Context: an optimization exercise on an open-source flow, tuned for small area and a short achievable clock period. The choices shown serve that exercise and are no tape-out recipe.
In this exercise RTL edits were held to simulation tests only and were not proved equivalent to the original.

==> flow/design.v, too long to show whole: its modules and the start of the top module <==
// module dff: 12 lines
// module dffre: 14 lines
// module mul64: 7627 lines
// module cpa104: 675 lines
// module cpa32: 125 lines
// module sparc_mul_cntl: 91 lines
// module sparc_mul_dp: 112 lines
// module sparc_mul_top: 69 lines
module sparc_mul_top(
   mul_exu_ack, mul_spu_ack, mul_spu_shf_ack, mul_data_out,
   rclk, grst_l, exu_mul_input_vld, exu_mul_rs1_data, exu_mul_rs2_data,
   spu_mul_req_vld, spu_mul_acc, spu_mul_areg_shf, spu_mul_areg_rst,
   spu_mul_op1_data, spu_mul_op2_data, spu_mul_mulres_lshft
   );
  // ...
==> flow/flow/run.sh <==
#!/bin/bash
# Standard layout with two changes:
# - synthesis skips the quick ABC pass that Yosys's synth runs before ORFS's
#   full-adder extraction: that pass rewrites the carry-save tree's gates with
#   mixed polarities, and extract_fa then leaves an inverter on most
#   full-adder connections. Registers are as the standard synthesis makes them.
# - the delay cells are kept out of the cell choice, so that the port buffers
#   (buffer_ports takes the weakest buffer) are plain buffers.
set -euo pipefail
export SYNTH_ARGS="-noabc"
# repair timing towards a 4.7 ns period (the clock stays at 10 ns)
export SETUP_SLACK_MARGIN=5.3
DLY=""
for c in clkdlybuf4s15_1 clkdlybuf4s15_2 clkdlybuf4s18_1 clkdlybuf4s18_2 \
         clkdlybuf4s25_1 clkdlybuf4s25_2 clkdlybuf4s50_1 clkdlybuf4s50_2 \
         dlygate4sd1_1 dlygate4sd2_1 dlygate4sd3_1 \
         dlymetal6s2s_1 dlymetal6s4s_1 dlymetal6s6s_1; do
  DLY="$DLY sky130_fd_sc_hd__$c"
done
export DONT_USE_CELLS="$DLY"
bash standard.sh finish > flow_make.log 2>&1
==> flow/standard.sh <==
#!/bin/bash
# synth_recipe.tcl (not shown) runs the flow's synth.tcl, then flattens the netlist and writes it again
# the make line also repeats each setting of config.mk as NAME=value (left out here)
make -C /OpenROAD-flow-scripts/flow DESIGN_CONFIG=/design/flow/config.mk WORK_HOME=/design/flow/orfs CLKGATE_MAP_FILE= SYNTH_SCRIPT=/design/flow/synth_recipe.tcl "${@:-finish}"
==> flow/config.mk <==
export PLATFORM = sky130hd
export DESIGN_NAME = sparc_mul_top
export DESIGN_NICKNAME = sparc_mul_top
export VERILOG_FILES = /design/flow/design.v
export SDC_FILE = /design/flow/constraint.sdc
export NUM_CORES = 4
export LEC_CHECK = 0
export CAP_MARGIN = 20
export CORE_MARGIN = 2
export CORE_UTILIZATION = 40
export SLEW_MARGIN = 20
==> flow/constraint.sdc <==
create_clock -name core_clock -period 10.0 [get_ports {rclk}]
set_input_delay 2.0000 -clock core_clock [delete_from_list [all_inputs] [get_ports {rclk}]]
set_output_delay 2.0000 -clock core_clock [all_outputs]
set_load 0.01 [all_outputs]
==> notes.md, run 1 <==
share of post-route cells with drive strength above 1=9.988%; met1 WL=112600 µm; Leading cell kind=multi-input gates; final worst slack=5.274 ns; n_taps=2370; FF-to-FF Start=dpath.b_one[10]$_DFF_P_; number of enable flip-flop cells after synthesis=161; Die X=431.2 µm; most common library cell in the layout ignoring fill and taps=fa_1; Final Wtd Congestion=0.9469; largest net degree at the start of global routing=109; Avg Cell Area, Syn=11.17 µm²; Routed WL=315900 µm; simple-gate share of the synthesized area=5.040%; max incr delay on CP=0.72 ns; initial cell density of the core=40.30%; non-clk buf share=7.147%; area occupied by multi-input gates=56490 µm²; WS Path Type=reg -> reg; hold buffer count at cts=0; Final Hold Vio Count=0; Net Count, Synth=8278; seq_cells=592; Nets=8155; synth unique cells=66; status=finished clean; Post-Layout Inst Area=81850 µm²
==> module sparc_mul_dp, before the edit <==
module sparc_mul_dp(
  ecl_mul_rs1_data,
  ecl_mul_rs2_data,
  spu_mul_op1_data,
  spu_mul_op2_data,
  spu_mul_acc,
  sel_spu,
  x2,
  c1_act,
  c2_act,
  c3_act,
  acc_actc1,
  acc_actc2,
  acc_actc3,
  acc_clr,
  acc_reg_rst,
  acc_reg_shf,
  acc_reg_shf2,
  mul_data_out,
  rclk
  );
input [63:0]	ecl_mul_rs1_data;
input [63:0]	ecl_mul_rs2_data;
input [63:0]	spu_mul_op1_data;
input [63:0]	spu_mul_op2_data;
input		spu_mul_acc;
input		sel_spu;
input		x2;
input		c1_act, c2_act, c3_act;
input		acc_actc1, acc_actc2, acc_actc3;
input		acc_clr;
input		acc_reg_rst;
input		acc_reg_shf;
input		acc_reg_shf2;
input		rclk;
output [63:0]	mul_data_out;
reg  [63:32]	rs1_ff;		 
reg  [15:0]	b_one, b_two, b_neg;	 
reg		b_top;		 
reg  [64:0]	rs2_ff;
reg  [98:0]	rs, rc;
reg  [31:0]	lw;
reg		lc;
reg  [63:0]	myout;
reg  [135:0]	acc_reg;
wire [63:0] op1 = sel_spu ? spu_mul_op1_data : ecl_mul_rs1_data;
wire [63:0] op2 = sel_spu ? (spu_mul_acc ? spu_mul_op2_data : acc_reg[63:0])
			  : ecl_mul_rs2_data;
wire [31:0] chunk = c1_act ? rs1_ff[63:32] : op1[31:0];
wire [15:0] e_one, e_two, e_neg;
genvar gi;
generate for (gi = 0; gi < 16; gi = gi + 1) begin : benc
  wire b2 = chunk[2*gi+1];
  wire b1 = chunk[2*gi];
  wire b0;
  if (gi == 0) begin : z
    assign b0 = 1'b0;
  end else begin : nz
    assign b0 = chunk[2*gi-1];
  end
  assign e_one[gi] = b1 ^ b0;
  assign e_two[gi] = (b2 & ~b1 & ~b0) | (~b2 & b1 & b0);
  assign e_neg[gi] = b2 & ~(b1 & b0);
end endgenerate
always @(posedge rclk) begin
  b_one <= e_one;
  b_two <= e_two;
  b_neg <= e_neg;
  b_top <= chunk[31];
  if (~c1_act) begin
    rs1_ff <= op1[63:32];
    rs2_ff <= x2 ? {op2, 1'b0} : {1'b0, op2};
  end
end
wire [135:0] acc_d;
wire [31:0] ea = acc_d[31:0] & {32{acc_actc1}};
wire [98:0] ts, tc;
mul64 mulcore (.one(b_one), .two(b_two), .neg(b_neg), .ch31(b_top), .b(rs2_ff),
	       .ea(ea), .p2(c2_act), .si(rs), .ci(rc), .so(ts), .co(tc));
always @(posedge rclk) begin
  rs <= ts;
  rc <= tc;
end
wire [32:0] l_sum;
cpa32 lowadd (.a(rs[31:0]), .b(rc[31:0]), .ci(1'b0), .s(l_sum[31:0]), .co(l_sum[32]));
always @(posedge rclk) begin
  lw  <= l_sum[31:0];
  lc  <= l_sum[32];
end
wire        xd = rs[98] ^ rc[98];
wire [6:0]  top = acc_reg_rst ? 7'b0 : acc_reg[135:129];
wire [6:0]  topx = top - {5'b0, xd, 1'b0};
wire [103:0] h_a = {6'b0, rs[97:0]};
wire [103:0] h_b = {6'b0, rc[97:0]};
wire [103:0] h_c = {topx, acc_reg[128:32] & {97{acc_actc3}}};
wire [103:0] h_s = h_a ^ h_b ^ h_c;
wire [103:0] h_k = (h_a & h_b) | (h_a & h_c) | (h_b & h_c);
wire [103:0] hi;
wire        hi_co;
cpa104 hiadd (.a(h_s), .b({h_k[102:0], 1'b0}), .ci(lc), .s(hi), .co(hi_co));
wire [135:0] result = {hi, lw};
always @(posedge rclk) begin
  if (c3_act)
    myout <= result[63:0];
end
assign acc_d = acc_clr ? 136'b0 :
	       acc_actc3 ? result :
	       acc_reg_shf ? {64'b0, acc_reg[135:64]} : acc_reg;
always @(posedge rclk)
  acc_reg <= acc_d;
assign mul_data_out = acc_reg_shf2 ? acc_reg[63:0] : myout;
endmodule
==> run 2, diff against run 1 <==
--- a/flow/design.v
+++ b/flow/design.v
@@ -8611,10 +8611,9 @@
   b_two <= e_two;
   b_neg <= e_neg;
   b_top <= chunk[31];
-  if (~c1_act) begin
-    rs1_ff <= op1[63:32];
+  rs1_ff <= op1[63:32];
+  if (~c1_act)
     rs2_ff <= x2 ? {op2, 1'b0} : {1'b0, op2};
-  end
 end
 wire [135:0] acc_d;
 wire [31:0] ea = acc_d[31:0] & {32{acc_actc1}};
==> flow/flow/run.sh (replaced) <==
#!/bin/bash
# Standard layout (standard.sh's make call) with a config that adds to
# the standard flow's config.mk:
# - SYNTH_ARGS=-noabc: synthesis skips the quick ABC pass that Yosys's synth
#   runs before ORFS's full-adder extraction. That pass rewrites the
#   carry-save tree's gates with mixed polarities, and extract_fa then leaves
#   an inverter on most full-adder connections. The registers are the ones
#   the standard synthesis makes.
# - the delay cells join DONT_USE_CELLS, so that the port buffers
#   (buffer_ports takes the weakest buffer) are plain buffers.
# - timing repair aims at a 4.7 ns period (the clock stays at 10 ns).
set -euo pipefail
W=$PWD
DLY=""
for c in clkdlybuf4s15_1 clkdlybuf4s15_2 clkdlybuf4s18_1 clkdlybuf4s18_2 \
         clkdlybuf4s25_1 clkdlybuf4s25_2 clkdlybuf4s50_1 clkdlybuf4s50_2 \
         dlygate4sd1_1 dlygate4sd2_1 dlygate4sd3_1 \
         dlymetal6s2s_1 dlymetal6s4s_1 dlymetal6s6s_1; do
  DLY="$DLY sky130_fd_sc_hd__$c"
done
cat > $W/flow/own_config.mk <<EOC
include $W/config.mk
export SYNTH_ARGS = -noabc
export SETUP_SLACK_MARGIN = 5.3
export DONT_USE_CELLS = $DLY
EOC
sed "s#DESIGN_CONFIG=[^ ]*#DESIGN_CONFIG=$W/flow/own_config.mk#" standard.sh > $W/flow/own_standard.sh
bash $W/flow/own_standard.sh finish > flow_make.log 2>&1
--- a/flow/config.mk
+++ b/flow/config.mk
@@ -8,4 +8,5 @@
 export CAP_MARGIN = 20
 export CORE_MARGIN = 2
 export CORE_UTILIZATION = 40
+export CTS_BUF_LIST = sky130_fd_sc_hd__clkbuf_8
 export SLEW_MARGIN = 20
==> notes.md, run 2 <==
DRT antenna net count=0 (unchanged); Die X=431.0 µm (was 431.2 µm); synth cell count leaders=fa_1, xnor2_1, a22oi_1 (unchanged); Worst setup EP type=flip-flop (unchanged); Slew HR=27.29% (was 28.69%); Worst Hold Class=reg -> reg (unchanged); Syn-to-layout area delta=8.787% (was 12.13%); antenna violations before repair=18 (was 20); status=finished clean (unchanged); Sum Neg Setup Slack=0 ns (unchanged); DR vias/cell=6.460 (was 6.576); Final Max Slew Viols=0 (unchanged); port buffer count=330 (unchanged); I/O pin total=331 (unchanged); hold buffer count at cts=0 (unchanged); commonest non-fill, non-tap cells in the layout=fa_1, xnor2_1, a22oi_1 (unchanged); Hold Startpoint=dpath.lw[4]$_DFF_P_ (was dpath.lw[17]$_DFF_P_); RR Endpoint=dpath.rc[29]$_DFF_P_ (was dpath.rc[36]$_DFF_P_); Avg Cell Area, Syn=11.03 µm² (was 11.17 µm²); Hold Path End=dpath.myout[4]$_DFFE_PP_ (was dpath.myout[17]$_DFFE_PP_); most common cell in the netlist=fa_1 (unchanged); Nets=8322 (was 8155); worst-case clock skew=0.06259 ns (was 0.04506 ns); most common library cell in the layout ignoring fill and taps=fa_1 (unchanged); Final Wtd Congestion=0.9476 (was 0.9469); RSZ-0062 raised after global routing=true (unchanged); FF-to-FF Start=dpath.rs2_ff[21]$_DFFE_PN_ (was dpath.b_one[10]$_DFF_P_); GRT Overall Usage=33.35% (was 33.32%); CP required=10.75 ns (was 10.58 ns); die area=185800 µm² (was 185900 µm²); Non-Filler Instances=9044 (was 8845); Post-Syn Area=72950 µm² (was 72990 µm²); Worst R2R Path Depth=9 (was 10); met1 usage=41.86% (was 41.19%); worst slew pin tran=1.091 ns (was 1.070 ns); Net Count, Synth=8358 (was 8278); reg2reg setup slack=5.28 ns (was 5.27 ns); most common flop cell mapped by yosys=dfxtp_1 (unchanged); CP max FO=31 (was 44); yosys warns=2 (unchanged); Final Hold Vio Count=0 (unchanged); Sink Count=592 (unchanged); maxcap violations=0 (unchanged); Crit-path slowest cell=edfxtp_1 (was fa_2); flip-flop count of the largest register after layout=136 (unchanged); WS Path Type=reg -> reg (unchanged); share of post-route cells with drive strength above 1=10.48% (was 9.988%); top cell type's share of synthesized area=34.25% (was 34.23%); area occupied by multi-input gates=56730 µm² (was 56490 µm²); fraction of registers with async set/reset=0% (unchanged); H-tree depth=3 (unchanged); max incr delay on CP=0.72 ns (about the same); Die Span Y=431.0 µm (was 431.2 µm); sequential area share after synthesis=18.02% (was 18.44%); CTS buffer count=107 (was 72); vias after detailed routing=58420 (was 58160); worst path cell trace=buf_6 > a22oi_1 > xnor2_1 > fa_1 > fa_1 > fa_1 > fa_1 > fa_1 > fa_1 (was buf_8 > buf_8 > a22oi_1 > xnor2_1 > fa_1 > fa_1 > fa_1 > fa_1 > fa_2 > fa_1); area leader, netlist=fa_1 (unchanged); Yosys reg bits=592 (unchanged); Final setup viols=0 (unchanged); Tmin final=4.719 ns (was 4.726 ns); Routed WL=316200 µm (was 315900 µm); DP Worst Slack=4.452 ns (was 4.381 ns); fin crit share=47.19% (was 47.26%); met3 Usage GRT=10.83% (was 11.06%); worst skew pair latency=0.88 ns (was 0.72 ns); crit path launch type=flip-flop (unchanged); Clock Path Buffers=3 (unchanged); synth unique cells=75 (was 66); TritonCTS clock tree=yes (unchanged); register area=13310 µm² (was 13630 µm²); vias in the first global route=60960 (was 61920); crit path DAT=5.47 ns (was 5.30 ns); number of enable flip-flop cells after synthesis=129 (was 161); Min Hold Slack=0.4315 ns (was 0.4385 ns); Layout fillers=16980 (was 16730); total grt overflow=0 (unchanged); wire per inst=34.96 µm (was 35.72 µm); Synth Instances=6613 (was 6533); post-placement cell count=8732 (was 8660); GR Util met2=50.22% (was 50.28%); Clock transition at path regs=0.07 ns (was 0.06 ns); HPWL after DPL=216700 µm (was 211200 µm); Std-Cell Core Area=180900 µm² (was 181100 µm²); hold path depth=0 (unchanged); DRC viols=0 (unchanged); GR peak layer=met2 (unchanged); Starting DRT DRC Count=8142 (was 7316); first-pass GRT wire length=445300 µm (was 445500 µm); initial cell density of the core=40.32% (was 40.30%); largest net degree at the start of global routing=71 (was 109); maximum clock rate=211.9 MHz (was 211.6 MHz); FP Rows=156 (unchanged); final worst slack=5.281 ns (was 5.274 ns); top cells by area, synth=fa_1, dfxtp_1, xnor2_1 (was fa_1, xnor2_1, dfxtp_1); drt pass-1 iters=8 (was 9); clk root buf=clkbuf_8 (was clkbuf_16); Crit path top cell by count=fa_1 (unchanged)
run 2: cell count changes after synthesis, moves of 16 or more:
cell,previous run,this run
edfxtp_1,161,129
xnor2_1,1071,1055
o21ai_0,114,148
a22o_1,54,6
dfxtp_1,431,463
a21o_1,43,59
nand2_1,222,249
or3_1,3,19
run 2: final cells by class:
class / instances / area share, %
Multi-Input combinational cell: 5173 / 71.48
Inverter: 122 / 0.5834
Antenna cell: 11 / 0.03469
Tap cell: 2370 / 3.737
Timing Repair Buffer: 581 / 4.457
Sequential cell: 592 / 16.78
Clock inverter: 79 / 0.9145
Clock buffer: 116 / 2.012
run 2: critical path, delay by kind of cell, from the launching register on:
family | cells | cell delay (ns)
adder cells (fa/ha/maj) | 6 | 2.92
buffers and inverters | 1 | 0.46
AO/OA/AOI/OAI | 1 | 0.19
XOR/XNOR | 1 | 0.30
flip-flops | 1 | 0.72
run 2: kinds of logic (layout without fill, tap and decap cells):
family          Yosys count  in the layout  synth area share (%)
mux                     333            333                 5.840
flops                   592            592                 18.02
other cells               0             11                     0
xor+xnor               1133           1133                 13.60
compound gates         1459           1459                 14.46
buf+inv                 848            898                 4.396
fa+ha+maj              1481           1481                 38.25
simple gates            767            767                 5.437
run 2: how the worst max path moves through the flow:
stage | from | end | cells after the start
after floorplan | control.acc_reg_shf$_DFF_P_ | dpath.rc[32]$_DFF_P_ | 12
after global placement | dpath.b_one[3]$_DFF_P_ | dpath.rs[68]$_DFF_P_ | 9
after detailed placement | control.acc_reg_shf$_DFF_P_ | dpath.rc[35]$_DFF_P_ | 11
after CTS | dpath.b_two[5]$_DFF_P_ | dpath.rc[60]$_DFF_P_ | 9
after global routing | control.acc_actc3$_DFF_P_ | dpath.acc_reg[70]$_SDFFE_PP0P_ | 16
final | dpath.rs2_ff[21]$_DFFE_PN_ | dpath.rc[29]$_DFF_P_ | 9
run 2: through the flow:
stage / util [%] / cell area (µm²)
after floorplan: - / 72950
after global placement: 41.70 / 75450
after detailed placement: 41.72 / 75480
after CTS: 43.50 / 78710
after global routing: 43.85 / 79340
final: 43.86 / 79360
run 2: timing repair:
item	4_1_cts	5_1_grt
endpoints found under the setup margin	276	144
resized for setup	128	104
pin swaps	2	7
gates cloned	4	2
setup buffers	58	42
run 2: layer usage:
metal | share of wire, % | routed length [µm] | vias up
met5 | 0.073 | 230 | -
met4 | 7.6 | 24160 | 14
met3 | 13 | 40170 | 1277
met2 | 43 | 136600 | 4517
met1 | 36 | 115100 | 29900
li1 | - | - | 22710
==> run 3, diff against run 2 <==
==> flow/flow/own_config.mk (new file) <==
include /design/flow/config.mk
export SYNTH_ARGS = -noabc
export SETUP_SLACK_MARGIN = 5.3
export DONT_USE_CELLS =  sky130_fd_sc_hd__clkdlybuf4s15_1 sky130_fd_sc_hd__clkdlybuf4s15_2 sky130_fd_sc_hd__clkdlybuf4s18_1 sky130_fd_sc_hd__clkdlybuf4s18_2 sky130_fd_sc_hd__clkdlybuf4s25_1 sky130_fd_sc_hd__clkdlybuf4s25_2 sky130_fd_sc_hd__clkdlybuf4s50_1 sky130_fd_sc_hd__clkdlybuf4s50_2 sky130_fd_sc_hd__dlygate4sd1_1 sky130_fd_sc_hd__dlygate4sd2_1 sky130_fd_sc_hd__dlygate4sd3_1 sky130_fd_sc_hd__dlymetal6s2s_1 sky130_fd_sc_hd__dlymetal6s4s_1 sky130_fd_sc_hd__dlymetal6s6s_1
==> flow/flow/own_standard.sh (new file) <==
#!/bin/bash
# The standard flow's own layout of this design, on the ORFS make targets given (by default finish). After
# finish it leaves the final layout's DEF at /design/flow/out/final.def.
set -euo pipefail
make -C /OpenROAD-flow-scripts/flow DESIGN_CONFIG=/design/flow/flow/own_config.mk WORK_HOME=/design/flow/orfs CLKGATE_MAP_FILE= SYNTH_SCRIPT=/design/flow/synth_recipe.tcl CAP_MARGIN=20 CORE_MARGIN=2 CORE_UTILIZATION=40 CTS_BUF_LIST=sky130_fd_sc_hd__clkbuf_8 SLEW_MARGIN=20 "${@:-finish}"
if [[ -f /design/flow/orfs/results/sky130hd/sparc_mul_top/base/6_final.odb ]]; then
  : # left out here: write the final layout as DEF
fi
==> notes.md, run 3 <==
DR vias/cell=6.460 (unchanged); Sum Neg Setup Slack=0 ns (unchanged); HPWL after DPL=216700 µm (unchanged); number of enable flip-flop cells after synthesis=129 (unchanged); Post-Layout Inst Area=79360 µm² (unchanged); Worst Hold Class=reg -> reg (unchanged); DRC viols=0 (unchanged); DRT antenna net count=0 (unchanged); CTS buffer count=107 (unchanged); fraction of registers with async set/reset=0% (unchanged); Final Hold Vio Count=0 (unchanged); Post-Syn Area=72950 µm² (unchanged); most common flop cell mapped by yosys=dfxtp_1 (unchanged); crit path DAT=5.47 ns (about the same); initial cell density of the core=40.32% (unchanged); vias after detailed routing=58420 (unchanged); CP required=10.75 ns (about the same); Synth Instances=6613 (unchanged); total grt overflow=0 (unchanged); FP Rows=156 (unchanged); worst skew pair latency=0.88 ns (about the same); worst slew pin tran=1.091 ns (unchanged); Die X=431.0 µm (unchanged); synth unique cells=75 (unchanged); most common library cell in the layout ignoring fill and taps=fa_1 (unchanged); Final Wtd Congestion=0.9476 (unchanged); Final Max Slew Viols=0 (unchanged); status=finished clean (unchanged); worst-case clock skew=0.06259 ns (unchanged); drt pass-1 iters=8 (unchanged); reg2reg setup slack=5.28 ns (about the same); largest net degree at the start of global routing=71 (unchanged); first-pass GRT wire length=445300 µm (unchanged); Starting DRT DRC Count=8142 (unchanged); I/O pin total=331 (unchanged); post-placement cell count=8732 (unchanged); Syn-to-layout area delta=8.787% (unchanged); antenna violations before repair=18 (unchanged); CP max FO=31 (unchanged); most common cell in the netlist=fa_1 (unchanged); Routed WL=316200 µm (unchanged); Slew HR=27.29% (unchanged); Tmin final=4.719 ns (unchanged); port buffer count=330 (unchanged); sequential area share after synthesis=18.02% (unchanged); Avg Cell Area, Syn=11.03 µm² (unchanged); yosys warns=2 (unchanged); vias in the first global route=60960 (unchanged); Worst setup EP type=flip-flop (unchanged); clk root buf=clkbuf_8 (unchanged); Net Count, Synth=8358 (unchanged); Worst R2R Path Depth=9 (unchanged); Std-Cell Core Area=180900 µm² (unchanged); Placed Area=75480 µm² (unchanged); synth cell count leaders=fa_1, xnor2_1, a22oi_1 (unchanged); top cell type's share of synthesized area=34.25% (unchanged); Die Span Y=431.0 µm (unchanged); maxcap violations=0 (unchanged); Final setup viols=0 (unchanged); Sink Count=592 (unchanged); WS Path Type=reg -> reg (unchanged); Non-Filler Instances=9044 (unchanged); Clock transition at path regs=0.07 ns (about the same); hold path depth=0 (unchanged); Nets=8322 (unchanged); H-tree depth=3 (unchanged); share of post-route cells with drive strength above 1=10.48% (unchanged); GRT Overall Usage=33.35% (unchanged); die area=185800 µm² (unchanged); hold buffer count at cts=0 (unchanged); crit path launch type=flip-flop (unchanged); fin crit share=47.19% (unchanged); RSZ-0062 raised after global routing=true (unchanged); Yosys reg bits=592 (unchanged); top cells by area, synth=fa_1, dfxtp_1, xnor2_1 (unchanged); Clock Path Buffers=3 (unchanged); TritonCTS clock tree=yes (unchanged); flip-flop count of the largest register after layout=136 (unchanged); wire per inst=34.96 µm (unchanged); commonest non-fill, non-tap cells in the layout=fa_1, xnor2_1, a22oi_1 (unchanged); area leader, netlist=fa_1 (unchanged); maximum clock rate=211.9 MHz (unchanged)
[run 3: worst paths after layout]
path                               to                       start
max              dpath.rc[29]$_DFF_P_  dpath.rs2_ff[21]$_DFFE_PN_
min          dpath.myout[4]$_DFFE_PP_         dpath.lw[4]$_DFF_P_
max reg2reg      dpath.rc[29]$_DFF_P_  dpath.rs2_ff[21]$_DFFE_PN_
min reg2reg  dpath.myout[4]$_DFFE_PP_         dpath.lw[4]$_DFF_P_
[run 3: per-stage QoR]
| stage | hold WS, ns | setup slack, ns | util [%] |
|---|---|---|---|
| 5_1_grt | 0.4449 | 5.258 | 43.85 |
| 3_5_place_dp | 0.4170 | 4.452 | 41.72 |
| 6_report | 0.4315 | 5.281 | 43.86 |
| 4_1_cts | 0.4270 | 5.283 | 43.50 |
| 3_3_place_gp | 0.4186 | 4.430 | 41.70 |
| 2_1_floorplan | 0.3902 | 5.322 | - |
[run 3: critical path, cell delays in order, from the launching register on]
cell and delay (ns):
edfxtp_1 0.72, buf_6 0.46, a22oi_1 0.19, xnor2_1 0.30
fa_1 0.46, fa_1 0.47, fa_1 0.52, fa_1 0.52
fa_1 0.54, fa_1 0.41
[run 3: routing by layer]
metal  up-vias  share of wire (%)  wire length, µm  global-route usage (%)
met4        14                7.6            24160                   19.58
li1      22710                  -                -                       -
met3      1277                 13            40170                   10.83
met1     29900                 36           115100                   41.86
met2      4517                 43           136600                   50.22
met5         -              0.073              230                 0.07806
[run 3: logic make-up after synthesis]
| family | count (synthesis) | share of synthesized area (%) |
|---|---|---|
| AO/OA/AOI/OAI | 1459 | 14.46 |
| buffers and inverters | 848 | 4.396 |
| XOR/XNOR | 1133 | 13.60 |
| flip-flops | 592 | 18.02 |
| AND/OR/NAND/NOR | 767 | 5.437 |
| adder cells (fa/ha/maj) | 1481 | 38.25 |
| multiplexers | 333 | 5.840 |
[run 3: area by class of cell]
class,count,area (µm²)
Inverter,122,462.9
Antenna cell,11,27.53
Clock inverter,79,725.7
Sequential cell,592,13310
Multi-Input combinational cell,5173,56730
Tap cell,2370,2965
Timing Repair Buffer,581,3537
Fill cell,16980,101600
Clock buffer,116,1597
[run 3: what timing repair did]
item	CTS	global route
gates resized for setup	128	104
endpoints found under the setup margin	276	144
pin swaps	2	7
buffers inserted	58	42
cloned	4	2

separate check: timing with driven ports:
In the flow no input, the clock included, has a driving cell. The finished layouts below were timed again as built, in two steps.
Step 1 assumes that a clkbuf_16 drives the clock port and a buf_2 every other input.
Step 2, shift: input delay + t, output delay - t, t = (earliest + latest rising clock arrival at the registers) / 2. This alone moves slack from input paths to output paths.
a / b / c = ideal ports / drivers / drivers and shift; a / b = the first two.
| run | shift t [ns] | setup WS [ns] | slew at the worst register clock pin (ns) | worst slew at a driven data input, ns | cell pins on the clock port's net |
|---|---|---|---|---|---|
| run 1 | 0.786 | 5.274 / 5.238 / 4.823 | 0.07 / 0.07 | 0.12 | 1 |
| run 2 | 0.940 | 5.281 / 5.242 / 5.084 | 0.08 / 0.08 | 0.12 | 1 |
| run 3 | 0.940 | 5.281 / 5.242 / 5.084 | 0.08 / 0.08 | 0.12 | 1 |
After both steps setup and hold are still met in every run listed. The setup slack of run 1, which loses most, moves by -0.036 ns with the drivers and by -0.451 ns with both steps.
